Source: an optimization exercise on an open RTL-to-GDS flow (aim: small area, a short achievable clock period and few clock cycles per item). Production flows keep margins and buffers that such runs may drop.
In this exercise RTL edits were held to simulation tests only and were not proved equivalent to the original.
Power is estimated from default activity; no workload was simulated.

==> flow/design.v (outline; a module is shown in full before it is edited, if it fits) <==
// module matrix_mul: 3255 lines
module matrix_mul (
    input wire clk,
    input wire rst_n,
    input wire [127:0] matrix_a,
    input wire [127:0] matrix_b,
    input wire start,
    output wire done,
    output reg [255:0] result
);
  // ...
==> flow/flow/run.sh <==
#!/bin/bash
# The standard layout with two changes:
#  - every input and output port gets a 1x buffer (sky130_fd_sc_hd__buf_1)
#    instead of the default delay buffer;
#  - after synthesis, flow/fa_polarity.tcl picks the polarity of each full
#    adder so that fewer inverters sit between adders (no register changes).
# make's output goes to standard.log; each ORFS step logs under orfs/logs/.
set -euo pipefail
export BUFFER_PORTS_ARGS="-buffer_cell sky130_fd_sc_hd__buf_1"
export POST_SYNTH_TCL="$PWD/flow/fa_polarity.tcl"
bash standard.sh finish > standard.log 2>&1
==> flow/flow/fa_polarity.tcl <==
# Remove inverters around full-adder cells.
#
# A full adder is self-dual: FA(~a, ~b, ~c) = (~sum, ~cout). Yosys's adder
# extraction picks each adder's polarity on its own, which leaves inverters
# between adders. This chooses, for every sky130_fd_sc_hd__fa_* cell, whether
# to implement it as is or with all its inputs and outputs complemented, and
# for every simple gate that drives such a net whether to use its complement
# cell (AND2 <-> NAND2 and the like), so that the inverters and gates needed
# take as little area as possible, then rebuilds the inverters.
# Only combinational cells change; registers, ports and port nets do not.

# ORFS sources this from inside a proc; run it at global level instead.
if {[info level] > 0} {
  uplevel #0 [list source [info script]]
  return
}

proc fp_log {msg} { puts "fa_polarity: $msg" }

set fp_block [ord::get_db_block]
set fp_inv_master [[ord::get_db] findMaster sky130_fd_sc_hd__inv_1]

proc fp_is_inv {inst} {
  return [string match "sky130_fd_sc_hd__inv_*" [[$inst getMaster] getName]]
}
proc fp_is_fa {inst} {
  return [string match "sky130_fd_sc_hd__fa_*" [[$inst getMaster] getName]]
}
proc fp_pin {inst name} {
  foreach it [$inst getITerms] {
    if {[[$it getMTerm] getName] eq $name} { return $it }
  }
  return ""
}
proc fp_driver {net} {
  foreach it [$net getITerms] {
    if {[$it isOutputSignal]} { return $it }
  }
  return ""
}

# Inverters that are free to go: input and output nets are not port nets.
set fp_invs {}
foreach inst [$fp_block getInsts] {
  if {![fp_is_inv $inst]} { continue }
  set a [[fp_pin $inst A] getNet]
  set y [[fp_pin $inst Y] getNet]
  if {$a eq "" || $y eq ""} { continue }
  if {[llength [$a getBTerms]] || [llength [$y getBTerms]]} { continue }
  set ::fp_free([$inst getId]) 1
  lappend fp_invs $inst
}

# root and polarity of each net: follow free inverters back to their source.
proc fp_root {net} {
  set pol 0
  set n $net
  for {set i 0} {$i < 64} {incr i} {
    set d [fp_driver $n]
    if {$d eq ""} { break }
    set inst [$d getInst]
    if {![info exists ::fp_free([$inst getId])]} { break }
    set n [[fp_pin $inst A] getNet]
    set pol [expr {!$pol}]
  }
  return [list $n $pol]
}

# Loads: every input pin of a cell that is not a free inverter, and every
# output port, with the root net and polarity it needs.
# roots(net) -> list of {iterm pol fa_id}; fa_id is "" for a non-adder load.
array set fp_loads {}
array set fp_rootnet {}
set fp_nloads 0
foreach inst [$fp_block getInsts] {
  if {[info exists ::fp_free([$inst getId])]} { continue }
  set fa [expr {[fp_is_fa $inst] ? [$inst getId] : ""}]
  foreach it [$inst getITerms] {
    if {![$it isInputSignal]} { continue }
    set net [$it getNet]
    if {$net eq ""} { continue }
    lassign [fp_root $net] r pol
    set rid [$r getId]
    set fp_rootnet($rid) $r
    lappend fp_loads($rid) [list $it $pol $fa]
    incr fp_nloads
  }
}

# Adders: which roots they drive and which roots they read.
array set fp_flip {}
array set fp_drives {}
array set fp_reads {}
array set fp_drvfa {}
foreach inst [$fp_block getInsts] {
  if {![fp_is_fa $inst]} { continue }
  set id [$inst getId]
  set fp_flip($id) 0
  set fp_drives($id) {}
  set fp_reads($id) {}
  foreach p {SUM COUT} {
    set it [fp_pin $inst $p]
    set net [$it getNet]
    if {$net eq ""} { continue }
    set fp_drvfa([$net getId]) $id
    set fp_rootnet([$net getId]) $net
    lappend fp_drives($id) [$net getId]
  }
  foreach p {A B CIN} {
    set net [[fp_pin $inst $p] getNet]
    if {$net eq ""} { continue }
    lappend fp_reads($id) [[lindex [fp_root $net] 0] getId]
  }
}

# Simple gates whose complement cell has the same inputs: the net they drive
# may carry either polarity, at the difference in area.
array set fp_comp {
  and2_1 {nand2_1 X Y} nand2_1 {and2_1 Y X} or2_1 {nor2_1 X Y} nor2_1 {or2_1 Y X}
  and2_0 {nand2_1 X Y} or2_0 {nor2_1 X Y}
  xor2_1 {xnor2_1 X Y} xnor2_1 {xor2_1 Y X} and3_1 {nand3_1 X Y} nand3_1 {and3_1 Y X}
  or3_1 {nor3_1 X Y} nor3_1 {or3_1 Y X}
}
proc fp_area {name} {
  return [expr {[[[ord::get_db] findMaster sky130_fd_sc_hd__$name] getWidth] / 1000.0 * 2.72}]
}
set fp_inv_area [fp_area inv_1]
array set fp_gate {}
foreach inst [$fp_block getInsts] {
  set m [string map {sky130_fd_sc_hd__ {}} [[$inst getMaster] getName]]
  if {![info exists fp_comp($m)]} { continue }
  lassign $fp_comp($m) cm op cp
  set net [[fp_pin $inst $op] getNet]
  if {$net eq "" || [llength [$net getBTerms]]} { continue }
  set rid [$net getId]
  if {![info exists fp_loads($rid)]} { continue }
  set fp_gate($rid) [list $inst $cm $op $cp [expr {[fp_area $cm] - [fp_area $m]}]]
  set fp_rootnet($rid) $net
}
array set fp_gflip {}

proc fp_cost_phys {rid phys} {
  foreach l $::fp_loads($rid) {
    lassign $l it pol fa
    if {$fa ne ""} { set pol [expr {$pol ^ $::fp_flip($fa)}] }
    if {$pol != $phys} { return $::fp_inv_area }
  }
  return 0
}
proc fp_cost {rid} {
  if {![info exists ::fp_loads($rid)]} { return 0 }
  if {[info exists ::fp_gate($rid)]} {
    set c0 [fp_cost_phys $rid 0]
    set c1 [expr {[fp_cost_phys $rid 1] + [lindex $::fp_gate($rid) 4]}]
    set ::fp_gflip($rid) [expr {$c1 < $c0}]
    return [expr {min($c0, $c1)}]
  }
  set phys 0
  if {[info exists ::fp_drvfa($rid)]} { set phys $::fp_flip($::fp_drvfa($rid)) }
  return [fp_cost_phys $rid $phys]
}
proc fp_touch {id} {
  return [lsort -unique [concat $::fp_drives($id) $::fp_reads($id)]]
}

set fp_total 0
foreach rid [array names fp_loads] { set fp_total [expr {$fp_total + [fp_cost $rid]}] }
fp_log "free inverters [llength $fp_invs], adders [array size fp_flip], flippable gates [array size fp_gate], area before [format %.1f $fp_total]"

# Local search: flip an adder while that lowers the count.
for {set pass 0} {$pass < 20} {incr pass} {
  set gain 0
  foreach id [array names fp_flip] {
    set t [fp_touch $id]
    set before 0
    foreach r $t { set before [expr {$before + [fp_cost $r]}] }
    set fp_flip($id) [expr {!$fp_flip($id)}]
    set after 0
    foreach r $t { set after [expr {$after + [fp_cost $r]}] }
    if {$after < $before - 1e-6} {
      set gain [expr {$gain + $before - $after}]
    } else {
      set fp_flip($id) [expr {!$fp_flip($id)}]
      foreach r $t { fp_cost $r }
    }
  }
  fp_log "pass $pass: saved [format %.1f $gain]"
  if {$gain < 1e-6} { break }
}
set fp_total 0
foreach rid [array names fp_loads] { set fp_total [expr {$fp_total + [fp_cost $rid]}] }
fp_log "area after [format %.1f $fp_total]"

# Rebuild: drop the free inverters, connect each load to its root or to one
# new inverter of that root.
foreach inst $fp_invs {
  foreach it [$inst getITerms] { $it disconnect }
  odb::dbInst_destroy $inst
}
set fp_new 0
foreach rid [array names fp_loads] {
  set r $fp_rootnet($rid)
  set phys 0
  if {[info exists fp_drvfa($rid)]} { set phys $fp_flip($fp_drvfa($rid)) }
  if {[info exists fp_gate($rid)]} {
    fp_cost $rid
    set phys $fp_gflip($rid)
  }
  set inv ""
  foreach l $fp_loads($rid) {
    lassign $l it pol fa
    if {$fa ne ""} { set pol [expr {$pol ^ $fp_flip($fa)}] }
    set old [$it getNet]
    if {$pol == $phys} {
      set want $r
    } else {
      if {$inv eq ""} {
        incr fp_new
        set inv [odb::dbNet_create $fp_block "fa_pol_n$fp_new"]
        set ii [odb::dbInst_create $fp_block $fp_inv_master "fa_pol_inv$fp_new"]
        [fp_pin $ii A] connect $r
        [fp_pin $ii Y] connect $inv
      }
      set want $inv
    }
    if {$old ne $want} {
      $it disconnect
      $it connect $want
    }
  }
}
# Gates that now drive the complement: swap in the complement cell.
set fp_swapped 0
foreach rid [array names fp_gate] {
  if {!$fp_gflip($rid)} { continue }
  lassign $fp_gate($rid) inst cm op cp
  set conns {}
  foreach it [$inst getITerms] {
    if {![$it isInputSignal] && ![$it isOutputSignal]} { continue }
    set n [$it getNet]
    if {$n ne "" && $n ne "NULL"} { lappend conns [[$it getMTerm] getName] $n }
  }
  set name [$inst getName]
  foreach it [$inst getITerms] { $it disconnect }
  odb::dbInst_destroy $inst
  set ni [odb::dbInst_create $fp_block [[ord::get_db] findMaster sky130_fd_sc_hd__$cm] $name]
  foreach {p n} $conns {
    if {$p eq $op} { set p $cp }
    [fp_pin $ni $p] connect $n
  }
  incr fp_swapped
}
fp_log "gates swapped to their complement $fp_swapped"
# Nets left without pins: the inverters' old outputs.
set fp_gone 0
foreach net [$fp_block getNets] {
  if {[llength [$net getITerms]] == 0 && [llength [$net getBTerms]] == 0} {
    odb::dbNet_destroy $net
    incr fp_gone
  }
}
fp_log "removed $fp_gone empty nets"
fp_log "inverters now $fp_new"
==> flow/standard.sh <==
#!/bin/bash
# synth_recipe.tcl (not shown) runs the flow's synth.tcl, then flattens the netlist and writes it again
# the make line also repeats each setting of config.mk as NAME=value (left out here)
make -C /OpenROAD-flow-scripts/flow DESIGN_CONFIG=/design/flow/config.mk WORK_HOME=/design/flow/orfs CLKGATE_MAP_FILE= SYNTH_SCRIPT=/design/flow/synth_recipe.tcl "${@:-finish}"
==> flow/config.mk <==
export PLATFORM = sky130hd
export DESIGN_NAME = matrix_mul
export DESIGN_NICKNAME = matrix_mul
export VERILOG_FILES = /design/flow/design.v
export SDC_FILE = /design/flow/constraint.sdc
export NUM_CORES = 4
export LEC_CHECK = 0
export CAP_MARGIN = 20
export CORE_MARGIN = 2
export CORE_UTILIZATION = 40
export SETUP_SLACK_MARGIN = 3.0
export SLEW_MARGIN = 20
==> flow/constraint.sdc <==
create_clock -name core_clock -period 8.0 [get_ports {clk}]
set_input_delay 1.6000 -clock core_clock [delete_from_list [all_inputs] [get_ports {clk}]]
set_output_delay 1.6000 -clock core_clock [all_outputs]
set_load 0.01 [all_outputs]
==> results.json, run 1 <==
{
  "status": "finished clean",
  "top_register": "result",
  "p_int_w": 0.0109,
  "cts_htree_levels": 2,
  "finalCoreUtilization": 0.453,
  "nFlopsAndLatches": 325,
  "path_clk_slew_ps": 60,
  "period_share": 0.602,
  "final_cell_mix": "fa_1 (862), nand2_1 (761), inv_1 (667), buf_1 (515), and2_1 (343)",
  "hold_violations": 0,
  "io_buffer_count": 515,
  "largest_register_ffs": 256,
  "relSlewSlack": 0.376,
  "antenna_found_initial": 9,
  "path_class": "flop to flop",
  "ctsResizeCount": 22,
  "postRouteAntennaNets": 0,
  "nonClkBufAreaFrac": 0.0562,
  "grt_max_degree": 123,
  "cts_tree": "built",
  "dp_hpwl_mm": 87.9,
  "fillers": 10100,
  "clk_share": 0.0369,
  "skew_ps": 21.0,
  "fp.dieW_um": 326,
  "cp_slowest_cell": "fa_1",
  "core_um2": 103000
}
Testbench counts, summed over its fixed seeds: cycles 1,784, items 256.
==> run 2: changes to the inputs <==
--- a/flow/flow/fa_polarity.tcl
+++ b/flow/flow/fa_polarity.tcl
@@ -167,28 +167,55 @@
 foreach rid [array names fp_loads] { set fp_total [expr {$fp_total + [fp_cost $rid]}] }
 fp_log "free inverters [llength $fp_invs], adders [array size fp_flip], flippable gates [array size fp_gate], area before [format %.1f $fp_total]"
 
-# Local search: flip an adder while that lowers the count.
-for {set pass 0} {$pass < 20} {incr pass} {
-  set gain 0
-  foreach id [array names fp_flip] {
-    set t [fp_touch $id]
-    set before 0
-    foreach r $t { set before [expr {$before + [fp_cost $r]}] }
+# Local search: flip an adder while that lowers the area.
+proc fp_descend {} {
+  for {set pass 0} {$pass < 20} {incr pass} {
+    set gain 0
+    foreach id [array names ::fp_flip] {
+      set t [fp_touch $id]
+      set before 0
+      foreach r $t { set before [expr {$before + [fp_cost $r]}] }
+      set ::fp_flip($id) [expr {!$::fp_flip($id)}]
+      set after 0
+      foreach r $t { set after [expr {$after + [fp_cost $r]}] }
+      if {$after < $before - 1e-6} {
+        set gain [expr {$gain + $before - $after}]
+      } else {
+        set ::fp_flip($id) [expr {!$::fp_flip($id)}]
+        foreach r $t { fp_cost $r }
+      }
+    }
+    if {$gain < 1e-6} { break }
+  }
+}
+proc fp_total {} {
+  set total 0
+  foreach rid [array names ::fp_loads] { set total [expr {$total + [fp_cost $rid]}] }
+  return $total
+}
+fp_descend
+set fp_best [fp_total]
+fp_log "area after descent [format %.1f $fp_best]"
+# Iterated local search: flip a few random adders, descend again, keep the
+# result if it is better (fixed seed, so the result is reproducible).
+expr {srand(12345)}
+set fp_ids [lsort -integer [array names fp_flip]]
+set fp_n [llength $fp_ids]
+for {set iter 0} {$iter < 300} {incr iter} {
+  set saved [array get fp_flip]
+  for {set i 0} {$i < 20} {incr i} {
+    set id [lindex $fp_ids [expr {int(rand() * $fp_n)}]]
     set fp_flip($id) [expr {!$fp_flip($id)}]
-    set after 0
-    foreach r $t { set after [expr {$after + [fp_cost $r]}] }
-    if {$after < $before - 1e-6} {
-      set gain [expr {$gain + $before - $after}]
-    } else {
-      set fp_flip($id) [expr {!$fp_flip($id)}]
-      foreach r $t { fp_cost $r }
-    }
-  }
-  fp_log "pass $pass: saved [format %.1f $gain]"
-  if {$gain < 1e-6} { break }
-}
-set fp_total 0
-foreach rid [array names fp_loads] { set fp_total [expr {$fp_total + [fp_cost $rid]}] }
+  }
+  fp_descend
+  set t [fp_total]
+  if {$t < $fp_best - 1e-6} {
+    set fp_best $t
+  } else {
+    array set fp_flip $saved
+  }
+}
+set fp_total [fp_total]
 fp_log "area after [format %.1f $fp_total]"
 
 # Rebuild: drop the free inverters, connect each load to its root or to one
--- a/flow/config.mk
+++ b/flow/config.mk
@@ -5,8 +5,10 @@
 export SDC_FILE = /design/flow/constraint.sdc
 export NUM_CORES = 4
 export LEC_CHECK = 0
+export ABC_AREA = 1
 export CAP_MARGIN = 20
 export CORE_MARGIN = 2
 export CORE_UTILIZATION = 40
-export SETUP_SLACK_MARGIN = 3.0
+export CTS_BUF_LIST = sky130_fd_sc_hd__clkbuf_4 sky130_fd_sc_hd__clkbuf_8
+export SETUP_SLACK_MARGIN = 3.9
 export SLEW_MARGIN = 20
==> results.json, run 2 <==
{
  "max-vdd-ir-drop_mv": 0.212,
  "fin_area_um2": 51700,
  "overflow": 0,
  "setup_tns_ps": 0,
  "layout_commonest_cell": "nand2_1",
  "p_int_w": 0.0114,
  "clk_latency_ps": 730,
  "row_count": 122,
  "cts.sinks": 325,
  "drc": 0,
  "largest_register_ffs": 256,
  "startpoint_type": "flop",
  "core_um2": 110000,
  "post-place-ws_ps": 3140,
  "fillers": 11000,
  "via_per_inst": 5.05,
  "path_clk_slew_ps": 70,
  "top_regs": "result: 256 flops, opa: 32 flops, opb: 32 flops",
  "worst_slew_pin_slew_ps": 1010,
  "grt_pass1_vias": 37600,
  "setup_violations": 0,
  "drv_cap": 0,
  "wl_per_cell_um": 20.1,
  "holdBufCountCts": 0,
  "syn-cell-area_um2": 44200,
  "ios": 516,
  "die-area_um2": 113000,
  "gp_congestion": 0.878,
  "final_nets": 7278,
  "leakagePower_nw": 24.0,
  "swShare": 0.547,
  "path_class": "flop to flop",
  "dp_hpwl_mm": 100,
  "ys.warnings.count": 1,
  "grt_use_total": 0.242,
  "drt_iter0_drc": 2134,
  "min_period_ps": 3950,
  "cts_htree_levels": 3,
  "clkPwrFrac": 0.087,
  "routed-via-count": 37400,
  "pwr-share-comb": 0.785,
  "crit_required_ps": 8620,
  "avgSynthCellArea_um2": 8.24,
  "antenna_found_initial": 7,
  "final_cell_mix": "nand2_1 (1418), inv_1 (869), fa_1 (831), buf_1 (515), nor2_1 (379)",
  "synthCells": 5371,
  "start_util": 0.401,
  "holdWs_ps": 582,
  "cts_buffer_depth": 3,
  "p_seq_frac": 0.128,
  "io_buffer_count": 515,
  "cts_root_buffer": "clkbuf_8",
  "cts_made_buffers": 74,
  "drive_above_1_share": 0.0755,
  "finalMaxSlewViolations": 0,
  "status": "finished clean",
  "skew_ps": 42.7,
  "hold_violations": 0,
  "crit_arrival_ps": 4570,
  "period_share": 0.494,
  "rsz0062_at_grt": "true",
  "cp-end-kind": "flop",
  "relSlewSlack": 0.326,
  "cts_tree": "built",
  "grt_pass1_wl_mm": 211,
  "top_register": "result",
  "synth_nets": 6782,
  "first_pass_iters": 6,
  "finalCoreUtilization": 0.470,
  "crit_fanout": 16,
  "hp-class": "flop to flop",
  "fp.dieW_um": 337,
  "fmax_mhz": 253,
  "switchingPower_w": 0.0138,
  "grt_max_degree": 104,
  "multi_input_area_um2": 33800,
  "setup_slack_ps": 4050,
  "area_growth_pct": 17.0,
  "placedInstanceArea_um2": 47600,
  "postRouteAntennaNets": 0,
  "p_per_area_nw_per_um2": 488,
  "wl_mm": 149,
  "die_h_um": 337,
  "seqCellArea_um2": 6670
}
[run 2: final cells by class]
cell class / instances / share of cell area
Antenna cell: 3 / 0.000145
Inverter: 875 / 0.0636
Clock inverter: 16 / 0.00375
Sequential cell: 325 / 0.129
Tap cell: 1488 / 0.0360
Multi-Input combinational cell: 3922 / 0.654
Timing Repair Buffer: 669 / 0.0858
Clock buffer: 112 / 0.0277
[run 2: metrics by stage]
| step | power [W] | std cells |
|---|---|---|
| floorplan | 0.0168 | 5371 |
| global placement | 0.0212 | 7193 |
| detailed placement | 0.0215 | 7193 |
| CTS | 0.0241 | 7336 |
| global route | 0.0284 | 7408 |
| finish | 0.0253 | 7410 |
[run 2: routing by layer]
metal	up-vias	track usage	wire (µm)	part of all wire
met5	-	0	0	0
met4	0	0.0643	3660	0.025
met3	173	0.0518	12700	0.086
met2	1321	0.421	71000	0.48
met1	18800	0.304	61300	0.41
li1	17100	-	-	-
[run 2: power by group through the flow]
stage          logic, W  registers [W]  clock network, W
2_1_floorplan    0.0136        0.00320                 0
3_3_place_gp     0.0180        0.00321                 0
3_5_place_dp     0.0183        0.00320                 0
4_1_cts          0.0186        0.00319           0.00227
5_1_grt          0.0228        0.00330           0.00233
6_report         0.0198        0.00322           0.00220
[run 2: worst max-delay path, cell delays in order, from the launching register on]
cell and delay, ps:
dfxtp_4 470, buf_16 200, nand2_1 90, fa_1 480, fa_1 430, fa_1 520, inv_1 50, fa_1 440
ha_1 350, a21oi_1 280, o21ai_1 150, a21oi_1 190, nand2_1 80, nand2_1 60, nor2_1 50
[run 2: worst paths after layout]
kind | depth (start not counted) | from | endpoint | slack (ps)
max in group asynchronous | 1 | rst_n | st[0] | 7010
hold / removal | 3 | result[80] | result[80] | 580
setup / recovery | 14 | opa[18] | result[154] | 4050
hold reg to reg | 3 | result[80] | result[80] | 580
min in group asynchronous | 1 | rst_n | st[4] | 720
setup reg to reg | 14 | opa[18] | result[154] | 4050
[run 2: repair_timing]
item	4_1_cts	5_1_grt
gates cloned	2	26
resized for setup	98	258
setup endpoints to repair	111	138
buffers inserted	13	45
pin swaps	5	22
==> run 3: changes to the inputs <==
--- a/flow/config.mk
+++ b/flow/config.mk
@@ -10,5 +10,5 @@
 export CORE_MARGIN = 2
 export CORE_UTILIZATION = 40
 export CTS_BUF_LIST = sky130_fd_sc_hd__clkbuf_4 sky130_fd_sc_hd__clkbuf_8
-export SETUP_SLACK_MARGIN = 3.9
+export SETUP_SLACK_MARGIN = 3.8
 export SLEW_MARGIN = 20
==> results.json, run 3 <==
{
  "crit_fanout": 16,
  "finalCoreUtilization": 0.458,
  "fillers": 11100,
  "syn-cell-area_um2": 44200,
  "final_cell_mix": "nand2_1 (1420), inv_1 (869), fa_1 (847), buf_1 (515), nor2_1 (386)",
  "cts_tree": "built",
  "setup_tns_ps": 0,
  "ios": 516,
  "grt_pass1_vias": 37700,
  "die_h_um": 337,
  "hold_violations": 0,
  "ys.warnings.count": 1,
  "clk_latency_ps": 750,
  "path_cells": "buf_4 -> and2_1 -> ha_1 -> fa_1 -> fa_1 -> fa_1 -> fa_1 -> fa_1 -> a21o_1 -> nand2_1 -> nand2_2 -> nand2_1 -> nand2_1 -> nand2_1 -> nand2_1 -> nor2_1",
  "relSlewSlack": 0.326,
  "fmax_mhz": 248,
  "postRouteAntennaNets": 0,
  "grt_use_total": 0.239,
  "top_register": "result",
  "routed-via-count": 36700,
  "wl_mm": 139,
  "p_per_area_nw_per_um2": 483,
  "hp-class": "flop to flop",
  "path_class": "flop to flop",
  "cts_htree_levels": 3,
  "grt_max_degree": 104,
  "top_regs": "result: 256 flops, opa: 32 flops, opb: 32 flops",
  "switchingPower_w": 0.0135,
  "swShare": 0.551,
  "drive_above_1_share": 0.0549,
  "core_um2": 110000,
  "path_clk_slew_ps": 70,
  "crit_buf_inv": 1,
  "crit_required_ps": 8640,
  "cpLargestDelayFamily": "adder cells",
  "synth_nets": 6782,
  "min_period_ps": 4030,
  "skew_ps": 52.4,
  "gp_congestion": 0.878,
  "drv_cap": 0,
  "io_buffer_count": 515,
  "startpoint_type": "flop",
  "wl_per_cell_um": 18.9,
  "pwr-share-comb": 0.779,
  "final_nets": 7219,
  "avgSynthCellArea_um2": 8.24,
  "drc": 0,
  "overflow": 0,
  "clkPwrFrac": 0.090,
  "grt_pass1_wl_mm": 209,
  "first_pass_iters": 7,
  "max_stage_delay_ps": 500,
  "fp.dieW_um": 337,
  "cp_slowest_cell": "fa_1",
  "die-area_um2": 113000,
  "synthCells": 5371,
  "cts.sinks": 325,
  "cts_made_buffers": 74,
  "period_share": 0.504,
  "start_util": 0.401,
  "drt_iter0_drc": 1883,
  "row_count": 122,
  "antenna_found_initial": 7,
  "leakagePower_nw": 23.6,
  "largest_register_ffs": 256,
  "rsz0062_at_grt": "true",
  "area_growth_pct": 14.1,
  "via_per_inst": 4.99,
  "p_int_w": 0.0109,
  "layout_commonest_cell": "nand2_1",
  "dp_hpwl_mm": 100,
  "max-vdd-ir-drop_mv": 0.223,
  "setup_violations": 0,
  "status": "finished clean",
  "crit_arrival_ps": 4680,
  "cts_buffer_depth": 3,
  "finalMaxSlewViolations": 0,
  "cp-end-kind": "flop",
  "worst_slew_pin_slew_ps": 1010,
  "p_seq_frac": 0.131,
  "cts_root_buffer": "clkbuf_8"
}
==> run 3: cell count changes in the layout (fill, tap and decap cells not counted), moves of 17 or more <==
| cell | change |
|---|---|
| buf_4 | -29 |
| buf_12 | -19 |
| dfxtp_4 | -18 |
| clkbuf_16 | -17 |
==> run 3: cell type report <==
| type | instances | area, µm² | area share |
|---|---|---|---|
| Inverter | 875 | 3290 | 0.0652 |
| Clock buffer | 112 | 1440 | 0.0284 |
| Sequential cell | 325 | 6610 | 0.131 |
| Tap cell | 1488 | 1860 | 0.0369 |
| Multi-Input combinational cell | 3922 | 33600 | 0.666 |
| Timing Repair Buffer | 610 | 3460 | 0.0686 |
| Antenna cell | 4 | 10.0 | 0.000198 |
| Clock inverter | 16 | 194 | 0.00384 |
==> run 3: per-stage QoR <==
step / total power (W) / cell area [µm²] / instances / setup WS (ps) / hold WS, ps
2_1_floorplan: 0.0168 / 44200 / 5371 / 3900 / 369
6_report: 0.0244 / 50500 / 7352 / 3970 / 581
3_5_place_dp: 0.0215 / 47600 / 7193 / 3140 / 576
3_3_place_gp: 0.0212 / 47600 / 7193 / 3210 / 566
5_1_grt: 0.0276 / 50500 / 7350 / 3740 / 618
4_1_cts: 0.0240 / 49500 / 7323 / 3740 / 591
==> run 3: power groups by stage <==
stage | Clock [W] | Combinational [W] | Sequential, W
finish | 0.00220 | 0.0190 | 0.00319
global route | 0.00233 | 0.0220 | 0.00327
floorplan | 0 | 0.0136 | 0.00320
global placement | 0 | 0.0180 | 0.00321
CTS | 0.00227 | 0.0185 | 0.00319
detailed placement | 0 | 0.0183 | 0.00320
==> run 3: metal layers <==
layer  global-route usage  up-vias  part of all wire
li1                     -    17000                 -
met1                0.292    18300              0.41
met2                0.403     1172              0.47
met3               0.0622      217             0.083
met4               0.0964        2             0.038
met5                    0        -          0.000079
==> run 3: path summary, 6_finish.rpt <==
| check | startpoint | to | slack, ps | cells past startpoint |
|---|---|---|---|---|
| worst min-delay path | result[80] | result[80] | 580 | 3 |
| worst max-delay path | opa[17] | result[141] | 3970 | 16 |
| max in group asynchronous | rst_n | st[0] | 7020 | 1 |
| worst min register to register | result[80] | result[80] | 580 | 3 |
| min in group asynchronous | rst_n | st[4] | 720 | 1 |
| worst max register to register | opa[17] | result[141] | 3970 | 16 |
==> run 3: repair_timing <==
action	in CTS	in global routing
gates resized for setup	66	175
pin swaps	0	8
hold buffers	0	0
setup buffers	1	16
setup endpoints to repair	91	120
cloned	1	9
==> run 3: worst reg2reg max path: cells and delay by family (launching register included) <==
kind,cells,cell delay [ps]
flip-flops,1,360
AO/OA/AOI/OAI,1,240
adder cells (fa/ha/maj),6,2460
AND/OR/NAND/NOR,8,670
buffers and inverters,1,210
==> run 4: changes to the inputs <==
--- a/flow/config.mk
+++ b/flow/config.mk
@@ -8,7 +8,7 @@
 export ABC_AREA = 1
 export CAP_MARGIN = 20
 export CORE_MARGIN = 2
-export CORE_UTILIZATION = 40
+export CORE_UTILIZATION = 50
 export CTS_BUF_LIST = sky130_fd_sc_hd__clkbuf_4 sky130_fd_sc_hd__clkbuf_8
 export SETUP_SLACK_MARGIN = 3.8
 export SLEW_MARGIN = 20
==> results.json, run 4 <==
{
  "skew_ps": 49.7,
  "avgSynthCellArea_um2": 8.24,
  "period_share": 0.505,
  "drv_cap": 0,
  "cp-end-kind": "flop",
  "first_pass_iters": 5,
  "top_regs": "result: 256 flops, opa: 32 flops, opb: 32 flops",
  "fp.dieW_um": 301,
  "start_util": 0.502,
  "cp_slowest_cell": "fa_1",
  "seqCellArea_um2": 6630,
  "gp_congestion": 0.899,
  "final_nets": 7226,
  "grt_use_total": 0.291,
  "syn-cell-area_um2": 44200,
  "setup_violations": 0,
  "wl_per_cell_um": 19.4,
  "hp-class": "flop to flop",
  "cts_tree": "built",
  "pwr-share-comb": 0.777,
  "status": "finished clean",
  "largest_register_ffs": 256,
  "drt_iter0_drc": 2338,
  "row_count": 109,
  "multi_input_area_um2": 33600,
  "clk_latency_ps": 730,
  "drive_above_1_share": 0.0577,
  "path_class": "flop to flop",
  "final_cell_mix": "nand2_1 (1420), inv_1 (870), fa_1 (850), buf_1 (515), nor2_1 (383)",
  "synthCells": 5371,
  "antenna_found_initial": 11,
  "p_total_w": 0.0242,
  "fillers": 8300,
  "clkPwrFrac": 0.089,
  "synth_nets": 6782,
  "core_um2": 88100,
  "cpLargestDelayFamily": "adder cells",
  "grt_pass1_wl_mm": 205,
  "r2r_cells": 11,
  "p_seq_frac": 0.134,
  "path_cells": "buf_12 -> and2_1 -> ha_1 -> fa_1 -> fa_1 -> fa_1 -> fa_1 -> fa_2 -> fa_1 -> o21ai_0 -> a21oi_1",
  "crit_required_ps": 8600,
  "p_int_w": 0.0108,
  "cts_htree_levels": 3,
  "routed-via-count": 36900,
  "hold_depth": 3,
  "rsz0062_at_grt": "true",
  "ios": 516,
  "cts_root_buffer": "clkbuf_8",
  "fmax_mhz": 248,
  "postRouteAntennaNets": 0,
  "layout_commonest_cell": "nand2_1",
  "die_h_um": 301,
  "relSlewSlack": 0.291,
  "max-vdd-ir-drop_mv": 0.269,
  "io_buffer_count": 515,
  "path_common_cell": "fa_1",
  "path_clk_slew_ps": 70,
  "grt_max_degree": 77,
  "ys.warnings.count": 1,
  "setup_tns_ps": 0,
  "swShare": 0.553,
  "finalMaxSlewViolations": 0,
  "overflow": 0,
  "grt_pass1_vias": 37400,
  "via_per_inst": 5.24,
  "hold_violations": 0,
  "switchingPower_w": 0.0134,
  "max_stage_delay_ps": 490,
  "cts_made_buffers": 71,
  "crit_buf_inv": 1,
  "startpoint_type": "flop",
  "crit_arrival_ps": 4640,
  "cts_buffer_depth": 3,
  "min_period_ps": 4040,
  "die-area_um2": 90900,
  "worst_slew_pin_slew_ps": 1060,
  "cts.sinks": 325,
  "crit_cells": 11,
  "p_per_area_nw_per_um2": 484,
  "area_growth_pct": 13.2,
  "leakagePower_nw": 23.6,
  "dp_hpwl_mm": 95.2,
  "top_register": "result",
  "drc": 0,
  "wl_mm": 136,
  "holdBufCountCts": 0,
  "crit_fanout": 16
}
-- run 4: layout make-up --
type                            instances  share of cell area
Antenna cell                            2           0.0000999
Clock buffer                          111              0.0288
Clock inverter                         19             0.00355
Inverter                              875              0.0657
Multi-Input combinational cell       3922               0.670
Sequential cell                       325               0.132
Tap cell                             1165              0.0291
Timing Repair Buffer                  620              0.0705
-- run 4: worst min-delay path, cell delays in order (launching register included) --
cell and delay (ps):
dfxtp_1 320, ha_1 130, inv_1 30, nor2_1 60
-- run 4: timing repair --
item                       CTS  global route
pin swaps                    0             7
resized for setup           62           165
buffers inserted             1            25
cloned                       0            13
setup endpoints to repair  122           126
-- run 4: worst paths after layout --
path | startpoint | endpoint | slack, ps
max in group asynchronous | rst_n | st[0] | 7000
setup reg to reg | opa[25] | result[199] | 3960
hold / removal | result[96] | result[96] | 580
hold reg to reg | result[96] | result[96] | 580
setup / recovery | opa[25] | result[199] | 3960
min in group asynchronous | rst_n | st[4] | 740
-- run 4: metrics by stage --
stage / cells / worst slack (ps) / area (µm²) / hold slack, ps / utilization
floorplan: 5371 / 3900 / 44200 / 369 / -
finish: 7039 / 3960 / 50100 / 584 / 0.569
CTS: 6999 / 3750 / 49000 / 586 / 0.556
global route: 7038 / 3780 / 50100 / 621 / 0.568
detailed placement: 6868 / 3200 / 47200 / 573 / 0.535
global placement: 6868 / 3300 / 47200 / 563 / 0.535
-- run 4: power by group through the flow --
stage | sequential, W | clock (W) | combinational (W)
after detailed placement | 0.00326 | 0 | 0.0182
after global placement | 0.00326 | 0 | 0.0179
after CTS | 0.00325 | 0.00222 | 0.0183
after global routing | 0.00332 | 0.00229 | 0.0218
after floorplan | 0.00320 | 0 | 0.0136
final | 0.00324 | 0.00216 | 0.0188
-- run 4: per-layer routing --
layer,vias up,GRT usage,part of all wire
met3,165,0.0550,0.078
met5,-,0,0
li1,17000,-,-
met4,0,0.0857,0.026
met2,1153,0.489,0.48
met1,18500,0.385,0.42

-- afterwards: timing with drivers on the ports --
The results above use ideal ports. As a check the final layouts listed here were re-extracted and re-timed, cells and wires unchanged.
Step 1, drivers: a clkbuf_16 drives clk and a buf_2 each remaining input, both assumed.
Step 2 moves the port delays by t, midway between the first and last clock arrival at a register: inputs arrive t later, outputs are due t later. That takes back most of the time a late clock gives input paths.
Three values: no drivers, after step 1, after step 2; two values: the first two.
run	t, ns	setup WS [ns]	cell pins on the clock port's net
run 1	0.698	3.184 / 3.184 / 3.184	1
run 2	0.786	4.046 / 4.022 / 4.046	1
run 3	0.791	3.966 / 3.966 / 3.966	1
run 4	0.771	3.964 / 3.964 / 3.964	1
After both steps every run listed still meets setup and hold.
